This design comes from an exercise in tuning for a short achievable clock period and few clock cycles on the open sky130 flow, not from production work.
Function was checked by simulation only, so behaviour that the tests miss may differ from the original.
No activity file was given, so power comes from the tool's default toggle rates.

**design/flow/config.mk**
```make
export PLATFORM = sky130hd
export DESIGN_NAME = CHIP
export DESIGN_NICKNAME = CHIP
export VERILOG_FILES = /design/flow/design.v
export SDC_FILE = /design/flow/constraint.sdc
export NUM_CORES = 4
export LEC_CHECK = 0
export ABC_CLOCK_PERIOD_IN_PS = 3000
export CAP_MARGIN = 20
export CELL_PAD_IN_SITES_DETAIL_PLACEMENT = 1
export CELL_PAD_IN_SITES_GLOBAL_PLACEMENT = 2
export CORE_MARGIN = 2
export CORE_UTILIZATION = 30
export PLACE_DENSITY = 0.4
export SLEW_MARGIN = 20
```
**design/flow/constraint.sdc**
```tcl
create_clock -name core_clock -period 13.0 [get_ports {clk}]
set_input_delay 2.6000 -clock core_clock [delete_from_list [all_inputs] [get_ports {clk}]]
set_output_delay 2.6000 -clock core_clock [all_outputs]
set_load 0.01 [all_outputs]
```
**design/flow/design.v**
```verilog
module CHIP(clk,
            rst_n,
            mem_wen_D,
            mem_addr_D,
            mem_wdata_D,
            mem_rdata_D,
            mem_addr_I,
            mem_rdata_I);
    input         clk, rst_n ;
    output        mem_wen_D  ;
    output [31:0] mem_addr_D ;
    output [31:0] mem_wdata_D;
    input  [31:0] mem_rdata_D;
    output [31:0] mem_addr_I ;
    input  [31:0] mem_rdata_I;
    integer i;
    function [5:0] clz32;
        input [31:0] v;
        integer k;
        begin
            clz32 = 6'd32;
            for (k = 0; k < 32; k = k + 1)
                if (v[k]) clz32 = 31 - k;
        end
    endfunction
    reg  [31:0] pc;                  
    reg  [31:0] rf [1:31];           
    reg         x_valid;
    reg  [31:0] x_pc, x_link, x_imm;
    reg  [31:0] x_a, x_b, x_sd;      
    reg         x_fwa, x_fwb;        
    reg  [31:0] x_ma, x_mb;          
    reg         x_mfa, x_mfb;
    reg  [4:0]  x_rd, x_rs2;
    reg         x_we;
    reg         x_lw, x_sw, x_mul, x_div, x_beq, x_jal, x_jalr;
    reg         x_radd, x_rsub, x_rand, x_ror, x_rxor, x_rslt, x_rsra, x_rsll, x_rpci, x_rlink;
    reg         x_mp2;               
    reg  [31:0] mp_r0;
    reg  [31:0] mp_r1;
    reg  [31:0] mp_r2;
    reg  [31:0] mp_r3;
    reg  [31:0] mp_r4;
    reg  [31:0] mp_r5;
    reg  [31:0] mp_r6;
    reg         m_valid;
    reg  [31:0] m_res, m_addr, m_sd, m_ms, m_mc;
    reg  [4:0]  m_rd;
    reg         m_we, m_lw, m_wen, m_mul;
    localparam NB = 8;
    reg  [NB-1:0] bt_v;
    reg  [31:2] bt_tag [0:NB-1];
    reg  [31:2] bt_tgt [0:NB-1];
    reg  [2:0]  bt_rr;
    reg         x_pred;
    reg  [31:2] x_ptgt;
    reg  [2:0]  x_pidx;
    reg         d_busy, d_setup;
    reg  [4:0]  d_clza, d_clzb;
    reg  [31:0] d_r, d_q;
    reg  [34:0] d_d1, d_d3, d_d5, d_d7;
    reg  [3:0]  d_cnt;
    wire        m_rfwe  = m_valid & m_we & (m_rd != 5'd0);
    wire [31:0] m_prod  = m_ms + m_mc;
    wire [31:0] m_wdata = m_lw ? mem_rdata_D : (m_mul ? m_prod : m_res);
    assign mem_wen_D   = m_wen;
    assign mem_addr_D  = m_addr;
    assign mem_wdata_D = m_sd;
    wire [31:0] ins = mem_rdata_I;
    assign mem_addr_I = pc;
    wire [6:0]  op  = ins[6:0];
    wire [2:0]  f3  = ins[14:12];
    wire [4:0]  f_rs1 = ins[19:15];
    wire [4:0]  f_rs2 = ins[24:20];
    wire [4:0]  f_rd  = ins[11:7];
    wire f_opr  = (op == 7'b0110011);
    wire f_opi  = (op == 7'b0010011);
    wire f_aui  = (op == 7'b0010111);
    wire f_lw   = (op == 7'b0000011);
    wire f_sw   = (op == 7'b0100011);
    wire f_beq  = (op == 7'b1100011);
    wire f_jal  = (op == 7'b1101111);
    wire f_jalr = (op == 7'b1100111);
    wire f_md   = f_opr & ins[25];
    wire f_mul  = f_md & ~f3[2];
    wire f_div  = f_md & f3[2];
    wire f_alur = f_opr & ~ins[25];
    wire f_use1 = f_opr | f_opi | f_lw | f_sw | f_beq | f_jalr;
    wire f_use2 = f_opr | f_beq;
    wire f_useimm = f_opi | f_lw | f_sw | f_jalr;
    wire f_we   = f_opr | f_opi | f_aui | f_lw | f_jal | f_jalr;
    reg [31:0] f_imm;
    always @(*) begin
        if (f_sw)       f_imm = {{20{ins[31]}}, ins[31:25], ins[11:7]};
        else if (f_beq) f_imm = {{20{ins[31]}}, ins[7], ins[30:25], ins[11:8], 1'b0};
        else if (f_jal) f_imm = {{12{ins[31]}}, ins[19:12], ins[20], ins[30:21], 1'b0};
        else if (f_aui) f_imm = {ins[31:12], 12'b0};
        else            f_imm = {{20{ins[31]}}, ins[31:20]};
    end
    reg  [31:1] m_wsel;
    reg  [31:1] sel1, sel2;
    reg         byp1, byp2;
    reg  [31:0] f_v1, f_v2, f_vb;
    always @(*) begin
        for (i = 1; i < 32; i = i + 1) begin
            m_wsel[i] = m_valid & m_we & (m_rd == i);
            sel1[i] = (f_rs1 == i);
            sel2[i] = (f_rs2 == i);
        end
        byp1 = |(sel1 & m_wsel);
        byp2 = |(sel2 & m_wsel);
        f_v1 = {32{byp1}} & m_wdata;
        f_v2 = {32{byp2}} & m_wdata;
        f_vb = ({32{byp2 & ~f_useimm}} & m_wdata) | ({32{f_useimm}} & f_imm);
        for (i = 1; i < 32; i = i + 1) begin
            f_v1 = f_v1 | ({32{sel1[i] & ~m_wsel[i]}} & rf[i]);
            f_v2 = f_v2 | ({32{sel2[i] & ~m_wsel[i]}} & rf[i]);
            f_vb = f_vb | ({32{sel2[i] & ~m_wsel[i] & ~f_useimm}} & rf[i]);
        end
    end
    wire x_wr   = x_valid & x_we & (x_rd != 5'd0);
    wire hit1   = x_wr & (x_rd == f_rs1);
    wire hit2   = x_wr & (x_rd == f_rs2);
    wire ld_use = (x_lw | x_mul) & ((f_use1 & hit1) | (f_use2 & hit2));
    wire [31:0] pc4 = pc + 32'd4;
    reg  [NB-1:0] bt_hit;
    reg  [31:2]   f_ptgt;
    reg  [2:0]    f_pidx;
    always @(*) begin
        f_ptgt = 30'd0;
        f_pidx = 3'd0;
        for (i = 0; i < NB; i = i + 1) begin
            bt_hit[i] = bt_v[i] & (bt_tag[i] == pc[31:2]);
            if (bt_hit[i]) begin
                f_ptgt = f_ptgt | bt_tgt[i];
                f_pidx = f_pidx | i;
            end
        end
    end
    wire f_pred = |bt_hit;
    wire [31:0] a_v = x_fwa ? m_res : x_a;
    wire [31:0] b_v = x_fwb ? m_res : x_b;
    wire [31:0] ma_v = x_mfa ? m_res : x_ma;
    wire [31:0] mb_v = x_mfb ? m_res : x_mb;
    wire [31:0] sum  = a_v + b_v;
    wire [31:0] diff = a_v - b_v;
    wire        slt  = (a_v[31] ^ b_v[31]) ? a_v[31] : diff[31];
    wire [31:0] sra  = $signed(a_v) >>> x_b[4:0];
    wire [31:0] sll  = a_v << x_b[4:0];
    wire [31:0] pci  = x_pc + x_imm;
    wire        eq   = (a_v == b_v);
    wire        taken    = x_jal | x_jalr | (x_beq & eq);
    wire [31:0] target   = x_jalr ? sum : pci;
    wire        pred_ok  = taken ? (x_pred & (target[31:2] == x_ptgt)) : ~x_pred;
    wire        redirect = x_valid & ~pred_ok;
    wire [31:0] rtarget  = taken ? target : x_link;
    wire [31:0] mul_a = ma_v;
    wire [31:0] mul_b = mb_v;
    wire [31:0] mt_p0 = {32{mul_b[0]}} & {mul_a[31:0]};
    wire [31:0] mt_p1 = {32{mul_b[1]}} & {mul_a[30:0], 1'b0};
    wire [31:0] mt_p2 = {32{mul_b[2]}} & {mul_a[29:0], 2'b0};
    wire [31:0] mt_p3 = {32{mul_b[3]}} & {mul_a[28:0], 3'b0};
    wire [31:0] mt_p4 = {32{mul_b[4]}} & {mul_a[27:0], 4'b0};
    wire [31:0] mt_p5 = {32{mul_b[5]}} & {mul_a[26:0], 5'b0};
    wire [31:0] mt_p6 = {32{mul_b[6]}} & {mul_a[25:0], 6'b0};
    wire [31:0] mt_p7 = {32{mul_b[7]}} & {mul_a[24:0], 7'b0};
    wire [31:0] mt_p8 = {32{mul_b[8]}} & {mul_a[23:0], 8'b0};
    wire [31:0] mt_p9 = {32{mul_b[9]}} & {mul_a[22:0], 9'b0};
    wire [31:0] mt_p10 = {32{mul_b[10]}} & {mul_a[21:0], 10'b0};
    wire [31:0] mt_p11 = {32{mul_b[11]}} & {mul_a[20:0], 11'b0};
    wire [31:0] mt_p12 = {32{mul_b[12]}} & {mul_a[19:0], 12'b0};
    wire [31:0] mt_p13 = {32{mul_b[13]}} & {mul_a[18:0], 13'b0};
    wire [31:0] mt_p14 = {32{mul_b[14]}} & {mul_a[17:0], 14'b0};
    wire [31:0] mt_p15 = {32{mul_b[15]}} & {mul_a[16:0], 15'b0};
    wire [31:0] mt_p16 = {32{mul_b[16]}} & {mul_a[15:0], 16'b0};
    wire [31:0] mt_p17 = {32{mul_b[17]}} & {mul_a[14:0], 17'b0};
    wire [31:0] mt_p18 = {32{mul_b[18]}} & {mul_a[13:0], 18'b0};
    wire [31:0] mt_p19 = {32{mul_b[19]}} & {mul_a[12:0], 19'b0};
    wire [31:0] mt_p20 = {32{mul_b[20]}} & {mul_a[11:0], 20'b0};
    wire [31:0] mt_p21 = {32{mul_b[21]}} & {mul_a[10:0], 21'b0};
    wire [31:0] mt_p22 = {32{mul_b[22]}} & {mul_a[9:0], 22'b0};
    wire [31:0] mt_p23 = {32{mul_b[23]}} & {mul_a[8:0], 23'b0};
    wire [31:0] mt_p24 = {32{mul_b[24]}} & {mul_a[7:0], 24'b0};
    wire [31:0] mt_p25 = {32{mul_b[25]}} & {mul_a[6:0], 25'b0};
    wire [31:0] mt_p26 = {32{mul_b[26]}} & {mul_a[5:0], 26'b0};
    wire [31:0] mt_p27 = {32{mul_b[27]}} & {mul_a[4:0], 27'b0};
    wire [31:0] mt_p28 = {32{mul_b[28]}} & {mul_a[3:0], 28'b0};
    wire [31:0] mt_p29 = {32{mul_b[29]}} & {mul_a[2:0], 29'b0};
    wire [31:0] mt_p30 = {32{mul_b[30]}} & {mul_a[1:0], 30'b0};
    wire [31:0] mt_p31 = {32{mul_b[31]}} & {mul_a[0:0], 31'b0};
    wire [31:0] mt1_s0_0 = mt_p0 ^ mt_p1 ^ mt_p2;
    wire [31:0] mt1_c0_0 = {((mt_p0[30:0] & mt_p1[30:0]) | (mt_p0[30:0] & mt_p2[30:0]) | (mt_p1[30:0] & mt_p2[30:0])), 1'b0};
    wire [31:0] mt1_s0_1 = mt_p3 ^ mt_p4 ^ mt_p5;
    wire [31:0] mt1_c0_1 = {((mt_p3[30:0] & mt_p4[30:0]) | (mt_p3[30:0] & mt_p5[30:0]) | (mt_p4[30:0] & mt_p5[30:0])), 1'b0};
    wire [31:0] mt1_s0_2 = mt_p6 ^ mt_p7 ^ mt_p8;
    wire [31:0] mt1_c0_2 = {((mt_p6[30:0] & mt_p7[30:0]) | (mt_p6[30:0] & mt_p8[30:0]) | (mt_p7[30:0] & mt_p8[30:0])), 1'b0};
    wire [31:0] mt1_s0_3 = mt_p9 ^ mt_p10 ^ mt_p11;
    wire [31:0] mt1_c0_3 = {((mt_p9[30:0] & mt_p10[30:0]) | (mt_p9[30:0] & mt_p11[30:0]) | (mt_p10[30:0] & mt_p11[30:0])), 1'b0};
    wire [31:0] mt1_s0_4 = mt_p12 ^ mt_p13 ^ mt_p14;
    wire [31:0] mt1_c0_4 = {((mt_p12[30:0] & mt_p13[30:0]) | (mt_p12[30:0] & mt_p14[30:0]) | (mt_p13[30:0] & mt_p14[30:0])), 1'b0};
    wire [31:0] mt1_s0_5 = mt_p15 ^ mt_p16 ^ mt_p17;
    wire [31:0] mt1_c0_5 = {((mt_p15[30:0] & mt_p16[30:0]) | (mt_p15[30:0] & mt_p17[30:0]) | (mt_p16[30:0] & mt_p17[30:0])), 1'b0};
    wire [31:0] mt1_s0_6 = mt_p18 ^ mt_p19 ^ mt_p20;
    wire [31:0] mt1_c0_6 = {((mt_p18[30:0] & mt_p19[30:0]) | (mt_p18[30:0] & mt_p20[30:0]) | (mt_p19[30:0] & mt_p20[30:0])), 1'b0};
    wire [31:0] mt1_s0_7 = mt_p21 ^ mt_p22 ^ mt_p23;
    wire [31:0] mt1_c0_7 = {((mt_p21[30:0] & mt_p22[30:0]) | (mt_p21[30:0] & mt_p23[30:0]) | (mt_p22[30:0] & mt_p23[30:0])), 1'b0};
    wire [31:0] mt1_s0_8 = mt_p24 ^ mt_p25 ^ mt_p26;
    wire [31:0] mt1_c0_8 = {((mt_p24[30:0] & mt_p25[30:0]) | (mt_p24[30:0] & mt_p26[30:0]) | (mt_p25[30:0] & mt_p26[30:0])), 1'b0};
    wire [31:0] mt1_s0_9 = mt_p27 ^ mt_p28 ^ mt_p29;
    wire [31:0] mt1_c0_9 = {((mt_p27[30:0] & mt_p28[30:0]) | (mt_p27[30:0] & mt_p29[30:0]) | (mt_p28[30:0] & mt_p29[30:0])), 1'b0};
    wire [31:0] mt1_s1_10 = mt1_s0_0 ^ mt1_c0_0 ^ mt1_s0_1;
    wire [31:0] mt1_c1_10 = {((mt1_s0_0[30:0] & mt1_c0_0[30:0]) | (mt1_s0_0[30:0] & mt1_s0_1[30:0]) | (mt1_c0_0[30:0] & mt1_s0_1[30:0])), 1'b0};
    wire [31:0] mt1_s1_11 = mt1_c0_1 ^ mt1_s0_2 ^ mt1_c0_2;
    wire [31:0] mt1_c1_11 = {((mt1_c0_1[30:0] & mt1_s0_2[30:0]) | (mt1_c0_1[30:0] & mt1_c0_2[30:0]) | (mt1_s0_2[30:0] & mt1_c0_2[30:0])), 1'b0};
    wire [31:0] mt1_s1_12 = mt1_s0_3 ^ mt1_c0_3 ^ mt1_s0_4;
    wire [31:0] mt1_c1_12 = {((mt1_s0_3[30:0] & mt1_c0_3[30:0]) | (mt1_s0_3[30:0] & mt1_s0_4[30:0]) | (mt1_c0_3[30:0] & mt1_s0_4[30:0])), 1'b0};
    wire [31:0] mt1_s1_13 = mt1_c0_4 ^ mt1_s0_5 ^ mt1_c0_5;
    wire [31:0] mt1_c1_13 = {((mt1_c0_4[30:0] & mt1_s0_5[30:0]) | (mt1_c0_4[30:0] & mt1_c0_5[30:0]) | (mt1_s0_5[30:0] & mt1_c0_5[30:0])), 1'b0};
    wire [31:0] mt1_s1_14 = mt1_s0_6 ^ mt1_c0_6 ^ mt1_s0_7;
    wire [31:0] mt1_c1_14 = {((mt1_s0_6[30:0] & mt1_c0_6[30:0]) | (mt1_s0_6[30:0] & mt1_s0_7[30:0]) | (mt1_c0_6[30:0] & mt1_s0_7[30:0])), 1'b0};
    wire [31:0] mt1_s1_15 = mt1_c0_7 ^ mt1_s0_8 ^ mt1_c0_8;
    wire [31:0] mt1_c1_15 = {((mt1_c0_7[30:0] & mt1_s0_8[30:0]) | (mt1_c0_7[30:0] & mt1_c0_8[30:0]) | (mt1_s0_8[30:0] & mt1_c0_8[30:0])), 1'b0};
    wire [31:0] mt1_s1_16 = mt1_s0_9 ^ mt1_c0_9 ^ mt_p30;
    wire [31:0] mt1_c1_16 = {((mt1_s0_9[30:0] & mt1_c0_9[30:0]) | (mt1_s0_9[30:0] & mt_p30[30:0]) | (mt1_c0_9[30:0] & mt_p30[30:0])), 1'b0};
    wire [31:0] mt1_s2_17 = mt1_s1_10 ^ mt1_c1_10 ^ mt1_s1_11;
    wire [31:0] mt1_c2_17 = {((mt1_s1_10[30:0] & mt1_c1_10[30:0]) | (mt1_s1_10[30:0] & mt1_s1_11[30:0]) | (mt1_c1_10[30:0] & mt1_s1_11[30:0])), 1'b0};
    wire [31:0] mt1_s2_18 = mt1_c1_11 ^ mt1_s1_12 ^ mt1_c1_12;
    wire [31:0] mt1_c2_18 = {((mt1_c1_11[30:0] & mt1_s1_12[30:0]) | (mt1_c1_11[30:0] & mt1_c1_12[30:0]) | (mt1_s1_12[30:0] & mt1_c1_12[30:0])), 1'b0};
    wire [31:0] mt1_s2_19 = mt1_s1_13 ^ mt1_c1_13 ^ mt1_s1_14;
    wire [31:0] mt1_c2_19 = {((mt1_s1_13[30:0] & mt1_c1_13[30:0]) | (mt1_s1_13[30:0] & mt1_s1_14[30:0]) | (mt1_c1_13[30:0] & mt1_s1_14[30:0])), 1'b0};
    wire [31:0] mt1_s2_20 = mt1_c1_14 ^ mt1_s1_15 ^ mt1_c1_15;
    wire [31:0] mt1_c2_20 = {((mt1_c1_14[30:0] & mt1_s1_15[30:0]) | (mt1_c1_14[30:0] & mt1_c1_15[30:0]) | (mt1_s1_15[30:0] & mt1_c1_15[30:0])), 1'b0};
    wire [31:0] mt1_s2_21 = mt1_s1_16 ^ mt1_c1_16 ^ mt_p31;
    wire [31:0] mt1_c2_21 = {((mt1_s1_16[30:0] & mt1_c1_16[30:0]) | (mt1_s1_16[30:0] & mt_p31[30:0]) | (mt1_c1_16[30:0] & mt_p31[30:0])), 1'b0};
    wire [31:0] mt1_s3_22 = mt1_s2_17 ^ mt1_c2_17 ^ mt1_s2_18;
    wire [31:0] mt1_c3_22 = {((mt1_s2_17[30:0] & mt1_c2_17[30:0]) | (mt1_s2_17[30:0] & mt1_s2_18[30:0]) | (mt1_c2_17[30:0] & mt1_s2_18[30:0])), 1'b0};
    wire [31:0] mt1_s3_23 = mt1_c2_18 ^ mt1_s2_19 ^ mt1_c2_19;
    wire [31:0] mt1_c3_23 = {((mt1_c2_18[30:0] & mt1_s2_19[30:0]) | (mt1_c2_18[30:0] & mt1_c2_19[30:0]) | (mt1_s2_19[30:0] & mt1_c2_19[30:0])), 1'b0};
    wire [31:0] mt1_s3_24 = mt1_s2_20 ^ mt1_c2_20 ^ mt1_s2_21;
    wire [31:0] mt1_c3_24 = {((mt1_s2_20[30:0] & mt1_c2_20[30:0]) | (mt1_s2_20[30:0] & mt1_s2_21[30:0]) | (mt1_c2_20[30:0] & mt1_s2_21[30:0])), 1'b0};
    wire [31:0] mt2_s0_0 = mp_r0 ^ mp_r1 ^ mp_r2;
    wire [31:0] mt2_c0_0 = {((mp_r0[30:0] & mp_r1[30:0]) | (mp_r0[30:0] & mp_r2[30:0]) | (mp_r1[30:0] & mp_r2[30:0])), 1'b0};
    wire [31:0] mt2_s0_1 = mp_r3 ^ mp_r4 ^ mp_r5;
    wire [31:0] mt2_c0_1 = {((mp_r3[30:0] & mp_r4[30:0]) | (mp_r3[30:0] & mp_r5[30:0]) | (mp_r4[30:0] & mp_r5[30:0])), 1'b0};
    wire [31:0] mt2_s1_2 = mt2_s0_0 ^ mt2_c0_0 ^ mt2_s0_1;
    wire [31:0] mt2_c1_2 = {((mt2_s0_0[30:0] & mt2_c0_0[30:0]) | (mt2_s0_0[30:0] & mt2_s0_1[30:0]) | (mt2_c0_0[30:0] & mt2_s0_1[30:0])), 1'b0};
    wire [31:0] mt2_s2_3 = mt2_s1_2 ^ mt2_c1_2 ^ mt2_c0_1;
    wire [31:0] mt2_c2_3 = {((mt2_s1_2[30:0] & mt2_c1_2[30:0]) | (mt2_s1_2[30:0] & mt2_c0_1[30:0]) | (mt2_c1_2[30:0] & mt2_c0_1[30:0])), 1'b0};
    wire [31:0] mt2_s3_4 = mt2_s2_3 ^ mt2_c2_3 ^ mp_r6;
    wire [31:0] mt2_c3_4 = {((mt2_s2_3[30:0] & mt2_c2_3[30:0]) | (mt2_s2_3[30:0] & mp_r6[30:0]) | (mt2_c2_3[30:0] & mp_r6[30:0])), 1'b0};
    wire [31:0] mt_s = mt2_s3_4;
    wire [31:0] mt_c = mt2_c3_4;
    wire        dv_zero = (mb_v == 32'd0);
    wire        dv_lt   = (ma_v < mb_v);
    wire        dv_triv = dv_zero | dv_lt;
    wire        dv_start = x_valid & x_div & ~d_busy & ~d_setup & ~dv_triv;
    wire [5:0]  clza = clz32(ma_v);
    wire [5:0]  clzb = clz32(mb_v);
    wire [4:0]  dv_s = d_clzb - d_clza;
    reg  [4:0]  dv_low;
    reg  [3:0]  dv_n;
    always @(*) begin
        dv_low = 5'd0; dv_n = 4'd1;
        for (i = 0; i < 32; i = i + 1)
            if (dv_s == i) begin dv_low = (i / 3) * 3; dv_n = i / 3 + 1; end
    end
    wire [34:0] b3 = {3'b0, mb_v} + {2'b0, mb_v, 1'b0};
    wire [34:0] b5 = {3'b0, mb_v} + {1'b0, mb_v, 2'b0};
    wire [34:0] b7 = {mb_v, 3'b0} - {3'b0, mb_v};
    wire [35:0] dr1 = {4'b0, d_r} - {1'b0, d_d1};
    wire [35:0] dr2 = {4'b0, d_r} - {d_d1, 1'b0};
    wire [35:0] dr3 = {4'b0, d_r} - {1'b0, d_d3};
    wire [35:0] dr4 = {4'b0, d_r} - {d_d1[33:0], 2'b0};
    wire [35:0] dr5 = {4'b0, d_r} - {1'b0, d_d5};
    wire [35:0] dr6 = {4'b0, d_r} - {d_d3, 1'b0};
    wire [35:0] dr7 = {4'b0, d_r} - {1'b0, d_d7};
    reg  [2:0]  dq;
    reg  [31:0] dr_n;
    always @(*) begin
        if (!dr7[35])      begin dq = 3'd7; dr_n = dr7[31:0]; end
        else if (!dr6[35]) begin dq = 3'd6; dr_n = dr6[31:0]; end
        else if (!dr5[35]) begin dq = 3'd5; dr_n = dr5[31:0]; end
        else if (!dr4[35]) begin dq = 3'd4; dr_n = dr4[31:0]; end
        else if (!dr3[35]) begin dq = 3'd3; dr_n = dr3[31:0]; end
        else if (!dr2[35]) begin dq = 3'd2; dr_n = dr2[31:0]; end
        else if (!dr1[35]) begin dq = 3'd1; dr_n = dr1[31:0]; end
        else               begin dq = 3'd0; dr_n = d_r;        end
    end
    wire [31:0] dq_n  = {d_q[28:0], dq};
    wire        d_last = d_busy & (d_cnt == 4'd1);
    wire        x_stall = dv_start | d_setup | (d_busy & ~d_last) | (x_valid & x_mul & ~x_mp2);
    wire [31:0] div_res = d_busy ? dq_n : (dv_zero ? 32'hffffffff : 32'd0);
    wire [31:0] x_res =
          ({32{x_radd}}  & sum)
        | ({32{x_rsub}}  & diff)
        | ({32{x_rand}}  & (a_v & b_v))
        | ({32{x_ror}}   & (a_v | b_v))
        | ({32{x_rxor}}  & (a_v ^ b_v))
        | ({32{x_rslt}}  & {31'd0, slt})
        | ({32{x_rsra}}  & sra)
        | ({32{x_rsll}}  & sll)
        | ({32{x_rpci}}  & pci)
        | ({32{x_rlink}} & x_link)
        | ({32{x_div}}   & div_res);
    wire x_sfw = (x_rs2 == m_rd) & m_rfwe;
    always @(posedge clk or negedge rst_n) begin
        if (!rst_n) begin
            pc      <= 32'h00010000;
            bt_v    <= {NB{1'b0}};
            bt_rr   <= 3'd0;
            x_valid <= 1'b0;
            x_mp2   <= 1'b0;
            m_valid <= 1'b0;
            m_wen   <= 1'b0;
            d_busy  <= 1'b0;
            d_setup <= 1'b0;
        end else begin
            if (redirect)                 pc <= rtarget;
            else if (!(x_stall | ld_use)) pc <= f_pred ? {f_ptgt, 2'b00} : pc4;
            if (x_valid & taken & ~pred_ok & ~x_pred) bt_rr <= bt_rr + 3'd1;
            if (x_valid & ~pred_ok) begin
                if (taken & ~x_pred) bt_v[bt_rr] <= 1'b1;
                if (~taken)          bt_v[x_pidx] <= 1'b0;
            end
            if (!x_stall) x_valid <= ~(redirect | ld_use);
            x_mp2   <= x_valid & x_mul & ~x_mp2;
            m_valid <= x_valid & ~x_stall;
            m_wen   <= x_valid & ~x_stall & x_sw;
            d_setup <= dv_start;
            if (d_setup)     d_busy <= 1'b1;
            else if (d_last) d_busy <= 1'b0;
        end
    end
    always @(posedge clk) begin
        x_pc   <= pc;
        x_link <= pc4;
        x_imm  <= f_imm;
        x_a    <= f_v1;
        x_b    <= f_vb;
        x_sd   <= f_v2;
        x_fwa  <= hit1;
        x_fwb  <= hit2 & ~f_useimm;
        x_rs2  <= f_rs2;
        x_ptgt <= f_ptgt;
        x_pidx <= f_pidx;
        if (!x_stall & f_md) begin
            x_ma   <= f_v1;
            x_mb   <= f_v2;
            x_mfa  <= hit1;
            x_mfb  <= hit2;
        end
        if (!x_stall) begin
            x_rd   <= f_rd;
            x_pred <= f_pred;
            x_we   <= f_we;
            x_lw   <= f_lw;
            x_sw   <= f_sw;
            x_mul  <= f_mul;
            x_div  <= f_div;
            x_beq  <= f_beq;
            x_jal  <= f_jal;
            x_jalr <= f_jalr;
            x_radd <= (f_alur & (f3 == 3'b000) & ~ins[30]) | (f_opi & (f3 == 3'b000)) | f_lw | f_sw;
            x_rsub <= f_alur & (f3 == 3'b000) & ins[30];
            x_rand <= f_alur & (f3 == 3'b111);
            x_ror  <= f_alur & (f3 == 3'b110);
            x_rxor <= f_alur & (f3 == 3'b100);
            x_rslt <= f_opi & (f3 == 3'b010);
            x_rsra <= f_opi & (f3 == 3'b101);
            x_rsll <= f_opi & (f3 == 3'b001);
            x_rpci <= f_aui;
            x_rlink <= f_jal | f_jalr;
        end
        if (x_valid & taken & ~pred_ok) begin
            bt_tag[x_pred ? x_pidx : bt_rr] <= x_pc[31:2];
            bt_tgt[x_pred ? x_pidx : bt_rr] <= target[31:2];
        end
        mp_r0 <= mt1_s3_22;
        mp_r1 <= mt1_c3_22;
        mp_r2 <= mt1_s3_23;
        mp_r3 <= mt1_c3_23;
        mp_r4 <= mt1_s3_24;
        mp_r5 <= mt1_c3_24;
        mp_r6 <= mt1_c2_21;
        m_res  <= x_res;
        m_addr <= sum;
        m_sd   <= x_sfw ? m_wdata : x_sd;
        m_ms   <= mt_s;
        m_mc   <= mt_c;
        m_rd   <= x_rd;
        m_we   <= x_we;
        m_lw   <= x_lw;
        m_mul  <= x_mul;
        if (dv_start) begin
            d_r   <= ma_v;
            d_q   <= 32'd0;
            d_clza <= clza[4:0];
            d_clzb <= clzb[4:0];
            d_d1  <= {3'b0, mb_v};
            d_d3  <= b3;
            d_d5  <= b5;
            d_d7  <= b7;
        end else if (d_setup) begin
            d_d1  <= d_d1 << dv_low;
            d_d3  <= d_d3 << dv_low;
            d_d5  <= d_d5 << dv_low;
            d_d7  <= d_d7 << dv_low;
            d_cnt <= dv_n;
        end else if (d_busy) begin
            d_r   <= dr_n;
            d_q   <= dq_n;
            d_d1  <= d_d1 >> 3;
            d_d3  <= d_d3 >> 3;
            d_d5  <= d_d5 >> 3;
            d_d7  <= d_d7 >> 3;
            d_cnt <= d_cnt - 4'd1;
        end
    end
    always @(posedge clk or negedge rst_n) begin
        if (!rst_n) begin
            for (i = 1; i < 32; i = i + 1)
                rf[i] <= (i == 2) ? 32'hbffffff0 : (i == 3) ? 32'h10008000 : 32'd0;
        end else begin
            for (i = 1; i < 32; i = i + 1)
                if (m_rfwe && m_rd == i) rf[i] <= m_wdata;
        end
    end
endmodule
```
**design/flow/flow/run.sh**
```bash
#!/bin/bash
# Standard ORFS layout (the standard.sh, standard synthesis unchanged),
# with timing repair asked to leave more setup slack than the default.
set -euo pipefail
bash standard.sh SETUP_SLACK_MARGIN=8 finish > run_make.log 2>&1
```
**design/flow/standard.sh**
```bash
#!/bin/bash
# synth_recipe.tcl (not shown) runs the flow's synth.tcl, then flattens the netlist and writes it again
# the make line also repeats each setting of config.mk as NAME=value (left out here)
make -C /OpenROAD-flow-scripts/flow DESIGN_CONFIG=/design/flow/config.mk WORK_HOME=/design/flow/orfs CLKGATE_MAP_FILE= SYNTH_SCRIPT=/design/flow/synth_recipe.tcl "${@:-finish}"
```
==> results of run 1 <==
## power by group
part / total [W] / switching [W] / internal (W) / leakage [nW]
combinational: 0.0350 / 0.0229 / 0.0121 / 46.8
sequential: 0.0148 / 0.00344 / 0.0114 / 21.5
clock: 0.00877 / 0.00375 / 0.00502 / 4.90
total: 0.0585 / 0.0301 / 0.0285 / 73.2
## state kept, by name, summed over array words and instances (netlist names), 35 cells and up
name,count
d_d5,35
bt_tgt,240
bt_tag,240
d_d7,35
d_d1,35
rf,992
d_d3,35
## logic make-up (layout without fill, tap and decap cells)
kind of cell / Yosys count / after routing / share of synthesized area
adder cells (fa/ha/maj): 1064 / 1064 / 0.1132
flip-flops: 2332 / 2332 / 0.4075
other: 0 / 42 / 0
AND/OR/NAND/NOR: 4167 / 4169 / 0.1265
XOR/XNOR: 731 / 731 / 0.04417
buffers and inverters: 1927 / 2543 / 0.04979
multiplexers: 601 / 602 / 0.04418
AO/OA/AOI/OAI: 4784 / 4786 / 0.2146
## cell type report
class                   instances  area, sq um  area share
inverters                     842         3357     0.01878
well taps                    6450         8070     0.04514
clock inverters               131         1743    0.009750
flip-flops and latches       2332        59570      0.3332
repair buffers               1154        12880     0.07205
repair inverters                3        25.02   0.0001400
diodes                         42        105.1   0.0005879
clock buffers                 413         8332     0.04661
multi-input cells           11350        84690      0.4737
## what timing repair did
item                                   in CTS  in global routing
resized for setup                         894                315
setup endpoints to repair                1301                934
pin swaps                                  80                 81
hold buffers                                0                  0
buffers inserted                          246                140
gates cloned                               73                 18
endpoints found under the hold margin       0                  0
## metal layers
layer | track usage | up-vias | part of all wire
met2 | 0.5648 | 6927 | 0.44
li1 | - | 57330 | -
met5 | 0.0002941 | - | 0.00033
met1 | 0.4960 | 73220 | 0.43
met4 | 0.1712 | 32 | 0.057
met3 | 0.06958 | 1766 | 0.077
## cells in the final DEF (no fill, tap or decap), types with 139 or more instances in the layout
master,n
nand2_1,1802
o21ai_0,1532
nor2_1,1006
dfrtp_1,1005
inv_1,790
edfxtp_1,753
a22oi_1,740
buf_4,652
a21oi_1,629
ha_1,590
xnor2_1,501
dfxtp_1,491
fa_1,423
mux2i_1,375
clkbuf_16,316
nand4_1,261
nand3_1,242
a221oi_1,227
a22o_1,186
xor2_1,184
a21o_1,181
clkdlybuf4s50_1,152
nor3_1,139
## path summary, 6_finish.rpt
check / from / end / slack [ps] / cells after the start
max: m_res[14] / pc[3] / 7030 / 18
min: mp_r0[4] / m_ms[4] / 320 / 0
max reg2reg: m_res[14] / pc[3] / 7030 / 18
min reg2reg: mp_r0[4] / m_ms[4] / 320 / 0
max in group asynchronous: rst_n / rf[10][14] / 8940 / 3
min in group asynchronous: rst_n / bt_rr[2] / 1530 / 1
## per-stage QoR
stage | hold slack [ps] | instance area, sq um | total power, W | worst slack (ps) | cells
floorplan | 309.6 | 146800 | 0.03105 | 6715 | 15610
global placement | 318.5 | 157800 | 0.04555 | 3821 | 21640
detailed placement | 315.1 | 158000 | 0.04601 | 5250 | 21650
CTS | 322.7 | 175700 | 0.05716 | 7145 | 22520
global route | 329.9 | 178700 | 0.06125 | 7042 | 22690
finish | 321.4 | 178800 | 0.05854 | 7029 | 22720
## worst reg2reg max path: stages, from the launching register on
cell and delay (ps):
dfxtp_2 740, mux2i_4 210, ha_4 300, or4_4 560, and4b_1 340, a311o_2 260, a21bo_1 230, or4_4 420
a211o_1 240, a2111o_1 420, nor3_2 200, nor4bb_1 250, or4b_1 480, or3_4 360, o31ai_4 210, buf_6 170
buf_12 120, buf_12 130, mux2i_2 230
==> results.yml, run 1 <==
clock_network:
  clkLatencyLatePin_ps: 1070
  clock_tree.root_cell: "clkbuf_16"
  htree_num_levels: 5
  cts_tree: "yes"
  cts_sinks: 2332
  clkTransAtPathRegs_ps: 60
  cts_buffers: 296
  clockBufferDepth: 4
synthesis:
  netlist_top_cells_area: "dfrtp_1 (17%), edfxtp_1 (15%), dfxtp_1 (7.4%)"
  syn_nets: 16740
  synth-edff-count: 753
  async_flop_share: 0.4464
  ys_ff_latch: 2332
  avgSynthCellArea_sq_um: 9.350
  synth_most_common_cell: "nand2_1"
  ys.flop_type: "dfrtp_1"
  synth_cell_type_count: 93
  yosys-top-cells-count: "nand2_1 (1844), o21ai_0 (1619), nor2_1 (1036), dfrtp_1 (1011), clkbuf_1 (954)"
  synthesis.area_sq_mm: 0.1459
  synth_warnings: 2
  synthCells: 15610
  ys_seq_area_frac: 0.4075
  netlist.area_leader.share: 0.1734
  yosysTopAreaCell: "dfrtp_1"
worst_setup_path:
  crit_path_max_fanout: 5
  cp-start-kind: "register"
  path_class: "reg2reg"
  crit_path_cell_trace: "mux2i_4 -> ha_4 -> or4_4 -> and4b_1 -> a311o_2 -> a21bo_1 -> or4_4 -> a211o_1 -> a2111o_1 -> nor3_2 -> nor4bb_1 -> or4b_1 -> or3_4 -> o31ai_4 -> buf_6 -> buf_12 -> buf_12 -> mux2i_2"
  cp-end-kind: "register"
  max_stage_delay_ps: 740
  cp_top_family: "simple AND/OR/NAND/NOR gates"
  crit_arrival_ps: 6860
  crit_slowest_cell: "dfxtp_2"
  critPathBufInv: 3
  crit_required_ps: 13890
global_routing:
  grt_pass1_wl_um: 1246000
  grtUsageTotal: 0.3667
  grt_max_degree: 160
  grt_pass1_vias: 140100
  antenna_found_initial: 98
  grt-ovfl-total: 0
die:
  die_h_um: 701.4
  io_pins: 163
  start_util: 0.3007
  die_x_um: 701.4
  dieArea_sq_mm: 0.4920
  core_sq_mm: 0.4853
  rows: 256
timing:
  grt_setup_unrepaired: "yes"
  final_hold_viol_count: 0
  final.setup.tns_ps: 0
  fin_crit_sh: 0.4593
  setup_violations: 0
  tightest_slew_ps: 1266
  fin_worst_skew_ps: 120.5
  period_needed_ps: 5971
  slew-limit-headroom: 0.1497
  report.final.slew_viol_count: 0
  fmax_ghz: 0.1675
place:
  io_buffers: 162
  dp_hpwl_um: 628100
  gp_congestion: 0.9368
power:
  peakVddDrop_v: 0.0002900
  cellPowerDensity_mw_per_mm2: 327.4
  leakagePower_nw: 73.17
flow_run:
  drv_cap: 0
final_layout:
  fin_util: 0.3684
  layout.nets: 17110
  syn2layout_area_growth_pct: 22.51
  drive_gt1_frac: 0.1528
  fillCellCount: 53820
status:
  status: "complete, no violations"
drt:
  firstDrtPassIters: 7
  vias_per_cell: 6.130
  wl_per_cell_um: 41.11
  routed_wl_um: 934100
  drc: 0
  ant_nets: 0
  route.vias.total: 139300
  drtIter0Drc: 16730
min_path:
  min_path_type: "reg2reg"
Testbench counts, summed over its fixed seeds: cycles 21,280.
==> run 2: changes to the inputs <==
--- a/design/flow/design.v
+++ b/design/flow/design.v
@@ -43,18 +43,22 @@
     reg  [31:0] mp_r4;
     reg  [31:0] mp_r5;
     reg  [31:0] mp_r6;
+    reg  [31:0] mp_r7;
+    reg  [31:0] mp_r8;
+    reg  [31:0] mp_r9;
     reg         m_valid;
     reg  [31:0] m_res, m_addr, m_sd, m_ms, m_mc;
     reg  [4:0]  m_rd;
     reg         m_we, m_lw, m_wen, m_mul;
-    localparam NB = 8;
+    localparam NB = 4;
     reg  [NB-1:0] bt_v;
     reg  [31:2] bt_tag [0:NB-1];
     reg  [31:2] bt_tgt [0:NB-1];
-    reg  [2:0]  bt_rr;
+    reg  [1:0]  bt_rr;
     reg         x_pred;
     reg  [31:2] x_ptgt;
-    reg  [2:0]  x_pidx;
+    reg  [1:0]  x_pidx;
+    reg  [31:0] x_pcmp;              
     reg         d_busy, d_setup;
     reg  [4:0]  d_clza, d_clzb;
     reg  [31:0] d_r, d_q;
@@ -125,10 +129,10 @@
     wire [31:0] pc4 = pc + 32'd4;
     reg  [NB-1:0] bt_hit;
     reg  [31:2]   f_ptgt;
-    reg  [2:0]    f_pidx;
+    reg  [1:0]    f_pidx;
     always @(*) begin
         f_ptgt = 30'd0;
-        f_pidx = 3'd0;
+        f_pidx = 2'd0;
         for (i = 0; i < NB; i = i + 1) begin
             bt_hit[i] = bt_v[i] & (bt_tag[i] == pc[31:2]);
             if (bt_hit[i]) begin
@@ -151,7 +155,12 @@
     wire        eq   = (a_v == b_v);
     wire        taken    = x_jal | x_jalr | (x_beq & eq);
     wire [31:0] target   = x_jalr ? sum : pci;
-    wire        pred_ok  = taken ? (x_pred & (target[31:2] == x_ptgt)) : ~x_pred;
+    wire        tgt_ok   = (pci[31:2] == x_ptgt);
+    wire        jr_ok    = (a_v == x_pcmp);
+    wire        pred_ok  = x_jalr ? (x_pred & jr_ok)
+                         : x_jal  ? (x_pred & tgt_ok)
+                         : x_beq  ? (eq ? (x_pred & tgt_ok) : ~x_pred)
+                         : ~x_pred;
     wire        redirect = x_valid & ~pred_ok;
     wire [31:0] rtarget  = taken ? target : x_link;
     wire [31:0] mul_a = ma_v;
@@ -232,24 +241,24 @@
     wire [31:0] mt1_c2_20 = {((mt1_c1_14[30:0] & mt1_s1_15[30:0]) | (mt1_c1_14[30:0] & mt1_c1_15[30:0]) | (mt1_s1_15[30:0] & mt1_c1_15[30:0])), 1'b0};
     wire [31:0] mt1_s2_21 = mt1_s1_16 ^ mt1_c1_16 ^ mt_p31;
     wire [31:0] mt1_c2_21 = {((mt1_s1_16[30:0] & mt1_c1_16[30:0]) | (mt1_s1_16[30:0] & mt_p31[30:0]) | (mt1_c1_16[30:0] & mt_p31[30:0])), 1'b0};
-    wire [31:0] mt1_s3_22 = mt1_s2_17 ^ mt1_c2_17 ^ mt1_s2_18;
-    wire [31:0] mt1_c3_22 = {((mt1_s2_17[30:0] & mt1_c2_17[30:0]) | (mt1_s2_17[30:0] & mt1_s2_18[30:0]) | (mt1_c2_17[30:0] & mt1_s2_18[30:0])), 1'b0};
-    wire [31:0] mt1_s3_23 = mt1_c2_18 ^ mt1_s2_19 ^ mt1_c2_19;
-    wire [31:0] mt1_c3_23 = {((mt1_c2_18[30:0] & mt1_s2_19[30:0]) | (mt1_c2_18[30:0] & mt1_c2_19[30:0]) | (mt1_s2_19[30:0] & mt1_c2_19[30:0])), 1'b0};
-    wire [31:0] mt1_s3_24 = mt1_s2_20 ^ mt1_c2_20 ^ mt1_s2_21;
-    wire [31:0] mt1_c3_24 = {((mt1_s2_20[30:0] & mt1_c2_20[30:0]) | (mt1_s2_20[30:0] & mt1_s2_21[30:0]) | (mt1_c2_20[30:0] & mt1_s2_21[30:0])), 1'b0};
     wire [31:0] mt2_s0_0 = mp_r0 ^ mp_r1 ^ mp_r2;
     wire [31:0] mt2_c0_0 = {((mp_r0[30:0] & mp_r1[30:0]) | (mp_r0[30:0] & mp_r2[30:0]) | (mp_r1[30:0] & mp_r2[30:0])), 1'b0};
     wire [31:0] mt2_s0_1 = mp_r3 ^ mp_r4 ^ mp_r5;
     wire [31:0] mt2_c0_1 = {((mp_r3[30:0] & mp_r4[30:0]) | (mp_r3[30:0] & mp_r5[30:0]) | (mp_r4[30:0] & mp_r5[30:0])), 1'b0};
-    wire [31:0] mt2_s1_2 = mt2_s0_0 ^ mt2_c0_0 ^ mt2_s0_1;
-    wire [31:0] mt2_c1_2 = {((mt2_s0_0[30:0] & mt2_c0_0[30:0]) | (mt2_s0_0[30:0] & mt2_s0_1[30:0]) | (mt2_c0_0[30:0] & mt2_s0_1[30:0])), 1'b0};
-    wire [31:0] mt2_s2_3 = mt2_s1_2 ^ mt2_c1_2 ^ mt2_c0_1;
-    wire [31:0] mt2_c2_3 = {((mt2_s1_2[30:0] & mt2_c1_2[30:0]) | (mt2_s1_2[30:0] & mt2_c0_1[30:0]) | (mt2_c1_2[30:0] & mt2_c0_1[30:0])), 1'b0};
-    wire [31:0] mt2_s3_4 = mt2_s2_3 ^ mt2_c2_3 ^ mp_r6;
-    wire [31:0] mt2_c3_4 = {((mt2_s2_3[30:0] & mt2_c2_3[30:0]) | (mt2_s2_3[30:0] & mp_r6[30:0]) | (mt2_c2_3[30:0] & mp_r6[30:0])), 1'b0};
-    wire [31:0] mt_s = mt2_s3_4;
-    wire [31:0] mt_c = mt2_c3_4;
+    wire [31:0] mt2_s0_2 = mp_r6 ^ mp_r7 ^ mp_r8;
+    wire [31:0] mt2_c0_2 = {((mp_r6[30:0] & mp_r7[30:0]) | (mp_r6[30:0] & mp_r8[30:0]) | (mp_r7[30:0] & mp_r8[30:0])), 1'b0};
+    wire [31:0] mt2_s1_3 = mt2_s0_0 ^ mt2_c0_0 ^ mt2_s0_1;
+    wire [31:0] mt2_c1_3 = {((mt2_s0_0[30:0] & mt2_c0_0[30:0]) | (mt2_s0_0[30:0] & mt2_s0_1[30:0]) | (mt2_c0_0[30:0] & mt2_s0_1[30:0])), 1'b0};
+    wire [31:0] mt2_s1_4 = mt2_c0_1 ^ mt2_s0_2 ^ mt2_c0_2;
+    wire [31:0] mt2_c1_4 = {((mt2_c0_1[30:0] & mt2_s0_2[30:0]) | (mt2_c0_1[30:0] & mt2_c0_2[30:0]) | (mt2_s0_2[30:0] & mt2_c0_2[30:0])), 1'b0};
+    wire [31:0] mt2_s2_5 = mt2_s1_3 ^ mt2_c1_3 ^ mt2_s1_4;
+    wire [31:0] mt2_c2_5 = {((mt2_s1_3[30:0] & mt2_c1_3[30:0]) | (mt2_s1_3[30:0] & mt2_s1_4[30:0]) | (mt2_c1_3[30:0] & mt2_s1_4[30:0])), 1'b0};
+    wire [31:0] mt2_s3_6 = mt2_s2_5 ^ mt2_c2_5 ^ mt2_c1_4;
+    wire [31:0] mt2_c3_6 = {((mt2_s2_5[30:0] & mt2_c2_5[30:0]) | (mt2_s2_5[30:0] & mt2_c1_4[30:0]) | (mt2_c2_5[30:0] & mt2_c1_4[30:0])), 1'b0};
+    wire [31:0] mt2_s4_7 = mt2_s3_6 ^ mt2_c3_6 ^ mp_r9;
+    wire [31:0] mt2_c4_7 = {((mt2_s3_6[30:0] & mt2_c3_6[30:0]) | (mt2_s3_6[30:0] & mp_r9[30:0]) | (mt2_c3_6[30:0] & mp_r9[30:0])), 1'b0};
+    wire [31:0] mt_s = mt2_s4_7;
+    wire [31:0] mt_c = mt2_c4_7;
     wire        dv_zero = (mb_v == 32'd0);
     wire        dv_lt   = (ma_v < mb_v);
     wire        dv_triv = dv_zero | dv_lt;
@@ -290,10 +299,8 @@
     wire        d_last = d_busy & (d_cnt == 4'd1);
     wire        x_stall = dv_start | d_setup | (d_busy & ~d_last) | (x_valid & x_mul & ~x_mp2);
     wire [31:0] div_res = d_busy ? dq_n : (dv_zero ? 32'hffffffff : 32'd0);
-    wire [31:0] x_res =
-          ({32{x_radd}}  & sum)
-        | ({32{x_rsub}}  & diff)
-        | ({32{x_rand}}  & (a_v & b_v))
+    wire [31:0] x_res_e =
+          ({32{x_rand}}  & (a_v & b_v))
         | ({32{x_ror}}   & (a_v | b_v))
         | ({32{x_rxor}}  & (a_v ^ b_v))
         | ({32{x_rslt}}  & {31'd0, slt})
@@ -302,12 +309,13 @@
         | ({32{x_rpci}}  & pci)
         | ({32{x_rlink}} & x_link)
         | ({32{x_div}}   & div_res);
+    wire [31:0] x_res = ({32{x_radd}} & sum) | ({32{x_rsub}} & diff) | x_res_e;
     wire x_sfw = (x_rs2 == m_rd) & m_rfwe;
     always @(posedge clk or negedge rst_n) begin
         if (!rst_n) begin
             pc      <= 32'h00010000;
             bt_v    <= {NB{1'b0}};
-            bt_rr   <= 3'd0;
+            bt_rr   <= 2'd0;
             x_valid <= 1'b0;
             x_mp2   <= 1'b0;
             m_valid <= 1'b0;
@@ -317,7 +325,7 @@
         end else begin
             if (redirect)                 pc <= rtarget;
             else if (!(x_stall | ld_use)) pc <= f_pred ? {f_ptgt, 2'b00} : pc4;
-            if (x_valid & taken & ~pred_ok & ~x_pred) bt_rr <= bt_rr + 3'd1;
+            if (x_valid & taken & ~pred_ok & ~x_pred) bt_rr <= bt_rr + 2'd1;
             if (x_valid & ~pred_ok) begin
                 if (taken & ~x_pred) bt_v[bt_rr] <= 1'b1;
                 if (~taken)          bt_v[x_pidx] <= 1'b0;
@@ -343,6 +351,7 @@
         x_rs2  <= f_rs2;
         x_ptgt <= f_ptgt;
         x_pidx <= f_pidx;
+        x_pcmp <= {f_ptgt, 2'b00} - {{20{ins[31]}}, ins[31:20]};
         if (!x_stall & f_md) begin
             x_ma   <= f_v1;
             x_mb   <= f_v2;
@@ -375,13 +384,16 @@
             bt_tag[x_pred ? x_pidx : bt_rr] <= x_pc[31:2];
             bt_tgt[x_pred ? x_pidx : bt_rr] <= target[31:2];
         end
-        mp_r0 <= mt1_s3_22;
-        mp_r1 <= mt1_c3_22;
-        mp_r2 <= mt1_s3_23;
-        mp_r3 <= mt1_c3_23;
-        mp_r4 <= mt1_s3_24;
-        mp_r5 <= mt1_c3_24;
-        mp_r6 <= mt1_c2_21;
+        mp_r0 <= mt1_s2_17;
+        mp_r1 <= mt1_c2_17;
+        mp_r2 <= mt1_s2_18;
+        mp_r3 <= mt1_c2_18;
+        mp_r4 <= mt1_s2_19;
+        mp_r5 <= mt1_c2_19;
+        mp_r6 <= mt1_s2_20;
+        mp_r7 <= mt1_c2_20;
+        mp_r8 <= mt1_s2_21;
+        mp_r9 <= mt1_c2_21;
         m_res  <= x_res;
         m_addr <= sum;
         m_sd   <= x_sfw ? m_wdata : x_sd;
==> design/flow/flow/run.sh (replaced) <==
#!/bin/bash
# The standard ORFS layout (standard.sh), with two changes:
#  - the full and half adder cells are added to DONT_USE_CELLS, so synthesis
#    leaves adders as plain gates for ABC to map for delay (the registers and
#    their cell types are the same as in the standard synthesis);
#  - timing repair is asked to leave more setup slack than the default.
set -euo pipefail
W=$(pwd)
cat > "$W/flow_config.mk" <<EOC
include $W/config.mk
export DONT_USE_CELLS += sky130_fd_sc_hd__fa_1 sky130_fd_sc_hd__fa_2 sky130_fd_sc_hd__fa_4 sky130_fd_sc_hd__ha_1 sky130_fd_sc_hd__ha_2 sky130_fd_sc_hd__ha_4
EOC
sed "s|DESIGN_CONFIG=[^ ]*|DESIGN_CONFIG=$W/flow_config.mk|" standard.sh > flow_standard.sh
bash flow_standard.sh SETUP_SLACK_MARGIN=8 finish > run_make.log 2>&1
==> run 2 against run 1 <==
Effect of this change:
- largest cell class unchanged
- first-iteration DRC count down 5.9%
- hold slack better by 7.1 ps
- global-route usage is 1.5 points higher
- clock power shrank 2.9%
- largest power group unchanged
- non-clock buffer count is 11 higher
- critical path type is now in2reg
==> results.yml, run 2 <==
status:
  status: "complete, no violations"
synthesis:
  ys_seq_area_frac: 0.3742
  yosysTopAreaCell: "dfrtp_1"
  netlist.area_leader.share: 0.1754
  synthesis.area_sq_mm: 0.1435
  synthCells: 16690
  synth_cell_type_count: 119
  avgSynthCellArea_sq_um: 8.600
  synth_most_common_cell: "nand2_1"
  syn_nets: 16750
  async_flop_share: 0.4785
  synth_warnings: 2
  synth-edff-count: 513
  ys_ff_latch: 2165
  ys.flop_type: "dfrtp_1"
  yosys-top-cells-count: "nand2_1 (2045), o21ai_0 (1732), nor2_1 (1436), xnor2_1 (1395), clkbuf_1 (1048)"
  netlist_top_cells_area: "dfrtp_1 (18%), edfxtp_1 (11%), dfxtp_1 (8.6%)"
power:
  internal_power_w: 0.03126
  p_comb_frac: 0.654
  cellPowerDensity_mw_per_mm2: 381.7
  p_sw_frac: 0.5306
  p_seq_frac: 0.218
  peakVddDrop_v: 0.0002536
  power_switching_w: 0.03534
  power_frac_clock: 0.128
  p_total_w: 0.06660
  leakagePower_nw: 66.36
die:
  start_util: 0.3006
  io_pins: 163
  die_x_um: 695.6
  rows: 254
  die_h_um: 695.6
  core_sq_mm: 0.4773
  dieArea_sq_mm: 0.4839
timing:
  final_hold_viol_count: 0
  final.setup.tns_ps: 0
  slew-limit-headroom: 0.1203
  grt_setup_unrepaired: "yes"
  setup_slack_ps: 7836
  report.final.slew_viol_count: 0
  period_needed_ps: 5164
  setup_violations: 0
  fin_hold_ws_ps: 328.4
  tightest_slew_ps: 1283
  fin_worst_skew_ps: 93.40
  fmax_ghz: 0.1936
  fin_crit_sh: 0.3972
clock_network:
  cts_sinks: 2165
  clockBufferDepth: 4
  clkTransAtPathRegs_ps: 60
  clock_tree.root_cell: "clkbuf_16"
  cts_buffers: 285
  clkLatencyLatePin_ps: 1020
  cts_tree: "yes"
  htree_num_levels: 5
  cts_hold_buf: 0
worst_setup_path:
  crit_required_ps: 13720
  max_stage_delay_ps: 490
  cp-end-kind: "register"
  path_class: "in2reg"
  cp-start-kind: "input pin"
  crit_path_cell_trace: "clkdlybuf4s50_1 -> buf_6 -> or3b_4 -> buf_12 -> a211oi_4 -> buf_8 -> buf_12 -> a22o_1 -> a221oi_1 -> nand4_1 -> nor3_2 -> buf_4 -> o21ai_1"
  crit_slowest_cell: "clkdlybuf4s50_1"
  critPathMostFrequentCell: "buf_12"
  crit_path_max_fanout: 18
  crit_arrival_ps: 5890
  worst-r2r-setup-slack_ps: 7930
place:
  dp_hpwl_um: 655900
  io_buffers: 162
  gp_congestion: 0.9521
  dp_slack_ps: 4890
global_routing:
  grt_pass1_wl_um: 1283000
  grtUsageTotal: 0.3816
  grt_max_degree: 148
  grt-ovfl-total: 0
  grt_pass1_vias: 146200
  antenna_found_initial: 82
drt:
  drc: 0
  vias_per_cell: 6.221
  firstDrtPassIters: 10
  wl_per_cell_um: 40.90
  route.vias.total: 146100
  drtIter0Drc: 15750
  routed_wl_um: 960700
  ant_nets: 0
final_layout:
  regMostFlops: "rf"
  final_common_cell: "nand2_1"
  syn2layout_area_growth_pct: 21.58
  drive_gt1_frac: 0.1521
  largest_reg_flops: 992
  final_cell_mix: "nand2_1 (2003), o21ai_0 (1662), nor2_1 (1416), xnor2_1 (1344), dfrtp_1 (980)"
  reg_top3: "rf (992), bt_tag (120), bt_tgt (120)"
  fin_util: 0.3655
  layout.nets: 16870
flow_run:
  drv_cap: 0
min_path:
  min_path_type: "reg2reg"
[run 2: layout make-up]
type | instances | area, sq um
well taps | 6400 | 8008
clock inverters | 128 | 1588
inverters | 258 | 1051
repair inverters | 3 | 26.28
multi-input cells | 12930 | 89200
clock buffers | 392 | 8195
diodes | 53 | 132.6
repair buffers | 1165 | 12460
flip-flops and latches | 2165 | 53810
fillers | 54010 | 302900
[run 2: stage by stage]
stage          instance area (sq um)  instances
3_3_place_gp                  155000      22510
4_1_cts                       171400      23290
6_report                      174500      23490
3_5_place_dp                  155100      22520
2_1_floorplan                 144000      16690
5_1_grt                       174400      23470
[run 2: logic make-up after synthesis]
kind of cell	Yosys count	synth area share
buffers and inverters	1598	0.04400
DFF	2165	0.3742
adders and majority gates	585	0.04087
and+or+nand+nor	4864	0.1493
AOI/OAI and AO/OA	4822	0.2183
xor gates and xnor gates	1851	0.1134
muxes	800	0.05994
[run 2: what timing repair did]
item	in CTS	in global routing
pin swaps	63	78
resized for setup	756	334
endpoints found under the setup margin	1254	681
buffers inserted	207	129
cloned	46	16
[run 2: worst paths after layout]
path / from / endpoint / depth (start not counted)
max in group asynchronous: rst_n / pc[3] / 3
hold reg to reg: mp_r0[3] / m_ms[3] / 0
hold / removal: mp_r0[3] / m_ms[3] / 0
min in group asynchronous: rst_n / rf[30][5] / 1
setup reg to reg: x_link[1] / bt_tgt[2][1] / 17
setup / recovery: mem_rdata_I[19] / x_ma[12] / 13
[run 2: worst max-delay path, delay by kind of cell]
family,cells,cell delay (ps)
AO/OA/AOI/OAI,4,730
buffers and inverters,6,1760
AND/OR/NAND/NOR,3,730
[run 2: power by group through the flow]
stage,Combinational (W),Clock [W],Sequential (W)
2_1_floorplan,0.0253,0,0.0122
3_3_place_gp,0.0389,0,0.0145
3_5_place_dp,0.0394,0,0.0146
4_1_cts,0.0419,0.00864,0.0144
5_1_grt,0.0460,0.00888,0.0147
6_report,0.0436,0.00852,0.0145
[run 2: metal layers]
metal  up-vias  global-route usage  part of all wire
met3      2487             0.07251             0.071
met1     75530              0.4653              0.39
met5         -                   0           0.00024
met4        28              0.2640             0.084
li1      60820                   -                 -
met2      7272              0.6080              0.45
Testbench counts of run 2, summed over its fixed seeds: cycles 21,280.
==> run 3: changes to the inputs <==
--- a/design/flow/design.v
+++ b/design/flow/design.v
@@ -13,7 +13,7 @@
     input  [31:0] mem_rdata_D;
     output [31:0] mem_addr_I ;
     input  [31:0] mem_rdata_I;
-    integer i;
+    integer i, k;
     function [5:0] clz32;
         input [31:0] v;
         integer k;
@@ -28,9 +28,7 @@
     reg         x_valid;
     reg  [31:0] x_pc, x_link, x_imm;
     reg  [31:0] x_a, x_b, x_sd;      
-    reg         x_fwa, x_fwb;        
     reg  [31:0] x_ma, x_mb;          
-    reg         x_mfa, x_mfb;
     reg  [4:0]  x_rd, x_rs2;
     reg         x_we;
     reg         x_lw, x_sw, x_mul, x_div, x_beq, x_jal, x_jalr;
@@ -142,10 +140,10 @@
         end
     end
     wire f_pred = |bt_hit;
-    wire [31:0] a_v = x_fwa ? m_res : x_a;
-    wire [31:0] b_v = x_fwb ? m_res : x_b;
-    wire [31:0] ma_v = x_mfa ? m_res : x_ma;
-    wire [31:0] mb_v = x_mfb ? m_res : x_mb;
+    wire [31:0] a_v = x_a;
+    wire [31:0] b_v = x_b;
+    wire [31:0] ma_v = x_ma;
+    wire [31:0] mb_v = x_mb;
     wire [31:0] sum  = a_v + b_v;
     wire [31:0] diff = a_v - b_v;
     wire        slt  = (a_v[31] ^ b_v[31]) ? a_v[31] : diff[31];
@@ -261,7 +259,22 @@
     wire [31:0] mt_c = mt2_c4_7;
     wire        dv_zero = (mb_v == 32'd0);
     wire        dv_lt   = (ma_v < mb_v);
-    wire        dv_triv = dv_zero | dv_lt;
+    reg  [31:0] dv_any, dv_two;      
+    reg  [31:0] dv_sh;
+    always @(*) begin
+        dv_any = mb_v;
+        dv_two = 32'd0;
+        for (i = 1; i < 32; i = i * 2)
+            for (k = 0; k + i < 32; k = k + 2 * i) begin
+                dv_two[k] = dv_two[k] | dv_two[k + i] | (dv_any[k] & dv_any[k + i]);
+                dv_any[k] = dv_any[k] | dv_any[k + i];
+            end
+        dv_sh = 32'd0;
+        for (k = 0; k < 32; k = k + 1)
+            dv_sh = dv_sh | ({32{mb_v[k]}} & (ma_v >> k));
+    end
+    wire        dv_p2   = ~dv_two[0];
+    wire        dv_triv = dv_zero | dv_lt | dv_p2;
     wire        dv_start = x_valid & x_div & ~d_busy & ~d_setup & ~dv_triv;
     wire [5:0]  clza = clz32(ma_v);
     wire [5:0]  clzb = clz32(mb_v);
@@ -298,7 +311,7 @@
     wire [31:0] dq_n  = {d_q[28:0], dq};
     wire        d_last = d_busy & (d_cnt == 4'd1);
     wire        x_stall = dv_start | d_setup | (d_busy & ~d_last) | (x_valid & x_mul & ~x_mp2);
-    wire [31:0] div_res = d_busy ? dq_n : (dv_zero ? 32'hffffffff : 32'd0);
+    wire [31:0] div_res = d_busy ? dq_n : dv_zero ? 32'hffffffff : dv_lt ? 32'd0 : dv_sh;
     wire [31:0] x_res_e =
           ({32{x_rand}}  & (a_v & b_v))
         | ({32{x_ror}}   & (a_v | b_v))
@@ -343,20 +356,16 @@
         x_pc   <= pc;
         x_link <= pc4;
         x_imm  <= f_imm;
-        x_a    <= f_v1;
-        x_b    <= f_vb;
-        x_sd   <= f_v2;
-        x_fwa  <= hit1;
-        x_fwb  <= hit2 & ~f_useimm;
+        x_a    <= hit1 ? x_res : f_v1;
+        x_b    <= (hit2 & ~f_useimm) ? x_res : f_vb;
+        x_sd   <= hit2 ? x_res : f_v2;
         x_rs2  <= f_rs2;
         x_ptgt <= f_ptgt;
         x_pidx <= f_pidx;
         x_pcmp <= {f_ptgt, 2'b00} - {{20{ins[31]}}, ins[31:20]};
         if (!x_stall & f_md) begin
-            x_ma   <= f_v1;
-            x_mb   <= f_v2;
-            x_mfa  <= hit1;
-            x_mfb  <= hit2;
+            x_ma   <= hit1 ? x_res : f_v1;
+            x_mb   <= hit2 ? x_res : f_v2;
         end
         if (!x_stall) begin
             x_rd   <= f_rd;
==> run 3 against run 2 <==
Effect of this change:
- maximum frequency is 0.67% higher
- via count is 0.91% higher
- critical path type is now reg2reg
- first-iteration DRC count is 13% higher
- highest routed layer unchanged
- synthesized area is 0.68% lower
- non-clock buffer count is 77 higher
- die area is 0.67% lower
- setup slack better by 34 ps
- synthesized cell count is 0.28% higher
- power is 24% lower
- final cell count is 0.35% lower
- sequential power is 9% lower
- design area is 0.45% lower
==> results.yml, run 3 <==
final_layout:
  final_common_cell: "nand2_1"
  layout.nets: 16900
  fin_area_sq_mm: 0.1737
  final_cell_mix: "nand2_1 (2486), o21ai_0 (1570), xnor2_1 (1283), dfrtp_1 (985), nor2_1 (875)"
  largest_reg_flops: 992
  syn2layout_area_growth_pct: 21.86
  reg_top3: "rf (992), bt_tag (120), bt_tgt (120)"
  drive_gt1_frac: 0.1528
  regMostFlops: "rf"
drt:
  wl_per_cell_um: 41.38
  ant_nets: 0
  routed_wl_um: 968600
  vias_per_cell: 6.300
  drtIter0Drc: 17770
  drc: 0
  firstDrtPassIters: 6
  route.vias.total: 147500
global_routing:
  grt_pass1_vias: 145100
  grt_max_degree: 156
  grtUsageTotal: 0.3867
  grt-ovfl-total: 0
  grt_pass1_wl_um: 1295000
  antenna_found_initial: 109
die:
  rows: 253
  die_x_um: 693.3
  dieArea_sq_mm: 0.4806
  io_pins: 163
  start_util: 0.3008
  core_sq_mm: 0.4739
  die_h_um: 693.3
place:
  dp_hpwl_um: 665700
  io_buffers: 162
  gp_congestion: 0.9762
  placed_area_sq_mm: 0.1534
synthesis:
  async_flop_share: 0.4794
  netlist.area_leader.share: 0.1766
  ys_ff_latch: 2161
  ys_seq_area_frac: 0.3761
  synthCells: 16730
  synth-edff-count: 511
  synth_most_common_cell: "nand2_1"
  synth_warnings: 2
  synthesis.area_sq_mm: 0.1425
  netlist_top_cells_area: "dfrtp_1 (18%), edfxtp_1 (11%), dfxtp_1 (8.6%)"
  synth_cell_type_count: 124
  syn_nets: 16800
  avgSynthCellArea_sq_um: 8.518
  yosysTopAreaCell: "dfrtp_1"
  ys.flop_type: "dfrtp_1"
  yosys-top-cells-count: "nand2_1 (2533), o21ai_0 (1608), xnor2_1 (1350), clkbuf_1 (1151), dfrtp_1 (1006)"
worst_setup_path:
  crit_required_ps: 13820
  path_class: "reg2reg"
  crit_arrival_ps: 5950
  cp-endpoint: "x_mb[22]"
  cp-start-kind: "register"
  crit_path_start: "x_b[1]"
  r2r-end: "x_mb[22]"
  crit_path_max_fanout: 5
  cp-end-kind: "register"
  crit-reg2reg-launch: "x_b[1]"
  r2r_cells: 15
  worst-r2r-setup-slack_ps: 7870
timing:
  fin_worst_skew_ps: 90.94
  fin_crit_sh: 0.3946
  grt_setup_unrepaired: "yes"
  tightest_slew_ps: 1201
  final_hold_viol_count: 0
  final.setup.tns_ps: 0
  slew-limit-headroom: 0.1922
  report.final.slew_viol_count: 0
  period_needed_ps: 5130
  setup_violations: 0
  fmax_ghz: 0.1949
clock_network:
  clkLatencyLatePin_ps: 1050
  cts_hold_buf: 0
  clkTransAtPathRegs_ps: 70
  clock_tree.root_cell: "clkbuf_16"
  htree_num_levels: 5
  cts_buffers: 283
  clockBufferDepth: 4
  cts_tree: "yes"
  cts_sinks: 2161
power:
  power_frac_clock: 0.161
  internal_power_w: 0.02458
  p_seq_frac: 0.261
  leakagePower_nw: 66.68
  cellPowerDensity_mw_per_mm2: 291.8
  peakVddDrop_v: 0.0001483
  p_sw_frac: 0.5149
  p_comb_frac: 0.578
  power_switching_w: 0.02609
min_path:
  min_path_type: "reg2reg"
  whs_path_depth: 0
flow_run:
  drv_cap: 0
status:
  status: "complete, no violations"
-- run 3: cell types whose count changed after synthesis, sizes merged, moves of 58 or more --
cell,previous run,this run
nor2,1438,911
nand2,2047,2533
o21ai,1779,1637
mux2,198,60
mux2i,575,465
a22oi,632,737
clkbuf,1049,1151
a21oi,691,785
a211oi,154,70
nand4,265,346
xor2,450,513
inv,237,295
-- run 3: worst min-delay path by stage --
stage | from | to | slack, ps
6_report | mp_r0[3] | m_ms[3] | 330
3_5_place_dp | mp_r0[0] | m_ms[0] | 310
2_1_floorplan | mp_r0[0] | m_ms[0] | 310
3_3_place_gp | mp_r0[3] | m_ms[3] | 330
5_1_grt | mp_r0[3] | m_ms[3] | 340
4_1_cts | mp_r0[3] | m_ms[3] | 330
-- run 3: cells by family after synthesis --
group / after synthesis / synth area share
AND/OR/NAND/NOR: 4979 / 0.1548
buffers and inverters: 1756 / 0.04754
XOR/XNOR: 1870 / 0.1153
adder cells (fa/ha/maj): 603 / 0.04252
multiplexers: 570 / 0.04461
AO/OA/AOI/OAI: 4793 / 0.2191
flip-flops: 2161 / 0.3761
-- run 3: repair_timing --
action                     4_1_cts  5_1_grt
gates cloned                    36       24
buffers inserted               258      121
setup endpoints to repair     1183      761
pin swaps                      119      104
resized for setup              927      378
-- run 3: metal layers --
metal  vias to the layer above  global-route usage  share of wire
li1                      60800                   -              -
met1                     76360              0.4905           0.40
met2                      7921              0.6069           0.45
met3                      2342             0.07207          0.079
met4                        40              0.2399          0.073
met5                         -                   0        0.00030
-- run 3: cell type report --
| cell class | instances | area [sq um] |
|---|---|---|
| inverter | 325 | 1345 |
| clock buffer | 408 | 8113 |
| fill | 53800 | 300200 |
| timing repair inverter | 2 | 13.76 |
| clock inverter | 107 | 1189 |
| tap | 6247 | 7816 |
| sequential | 2161 | 53740 |
| timing repair buffer | 1242 | 13110 |
| multi-input combinational | 12820 | 88120 |
| antenna | 93 | 232.7 |
-- run 3: stage by stage --
stage	total power [W]	utilization	std cells	worst slack (ps)	hold WS, ps
3_3_place_gp	0.03798	0.3229	22330	3636	326.3
2_1_floorplan	0.02604	-	16730	7463	309.6
3_5_place_dp	0.03833	0.3238	22360	5127	313.5
6_report	0.05067	0.3665	23410	7870	329.4
5_1_grt	0.05231	0.3662	23350	7828	342.4
4_1_cts	0.04878	0.3592	23170	7794	333.6
-- run 3: critical path, stage by stage, from the launching register on --
cell,delay [ps]
dfxtp_4,390
buf_6,140
o211a_4,260
o311ai_4,310
a41oi_2,250
o211ai_2,200
nand3b_1,210
a31oi_4,370
a21boi_1,230
maj3_1,450
xnor2_1,950
a2111oi_4,210
buf_4,290
a22oi_2,240
buf_6,210
buf_6,200
-- run 3: power by group through the flow --
stage                     clock network, W  registers [W]  logic (W)
after CTS                          0.00828         0.0131     0.0274
after global placement                   0         0.0132     0.0247
final                              0.00816         0.0132     0.0293
after global routing               0.00850         0.0133     0.0305
after floorplan                          0         0.0113     0.0148
after detailed placement                 0         0.0133     0.0250
Testbench counts of run 3, summed over its fixed seeds: cycles 20,066.

## afterwards: timing with drivers on the ports
In the flow no input, the clock included, has a driving cell. The finished layouts below were timed again as built, in two steps.
Step 1 assumes that a clkbuf_16 drives the clock port and a buf_2 every other input.
Step 2, shift: input delay + t, output delay - t, t = (earliest + latest rising clock arrival at the registers) / 2. This alone moves slack from input paths to output paths.
a / b / c = ideal / step 1 / step 2; a / b = the first two.
run | t (ns) | setup slack, ns | clock arrival spread, ns | worst data-port slew with drivers (ns) | pins driven straight from the clock port
run 1 | 1.127 | 7.029 / 7.029 / 6.833 | 0.131 / 0.131 | 0.07 | 1
run 2 | 1.104 | 7.836 / 7.927 / 6.836 | 0.094 / 0.095 | 0.14 | 1
run 3 | 1.124 | 7.870 / 7.822 / 6.698 | 0.094 / 0.094 | 0.30 | 1
After both steps setup and hold are still met in every run listed. The setup slack of run 3, which loses most, moves by -0.048 ns with the drivers and by -1.172 ns with both steps.
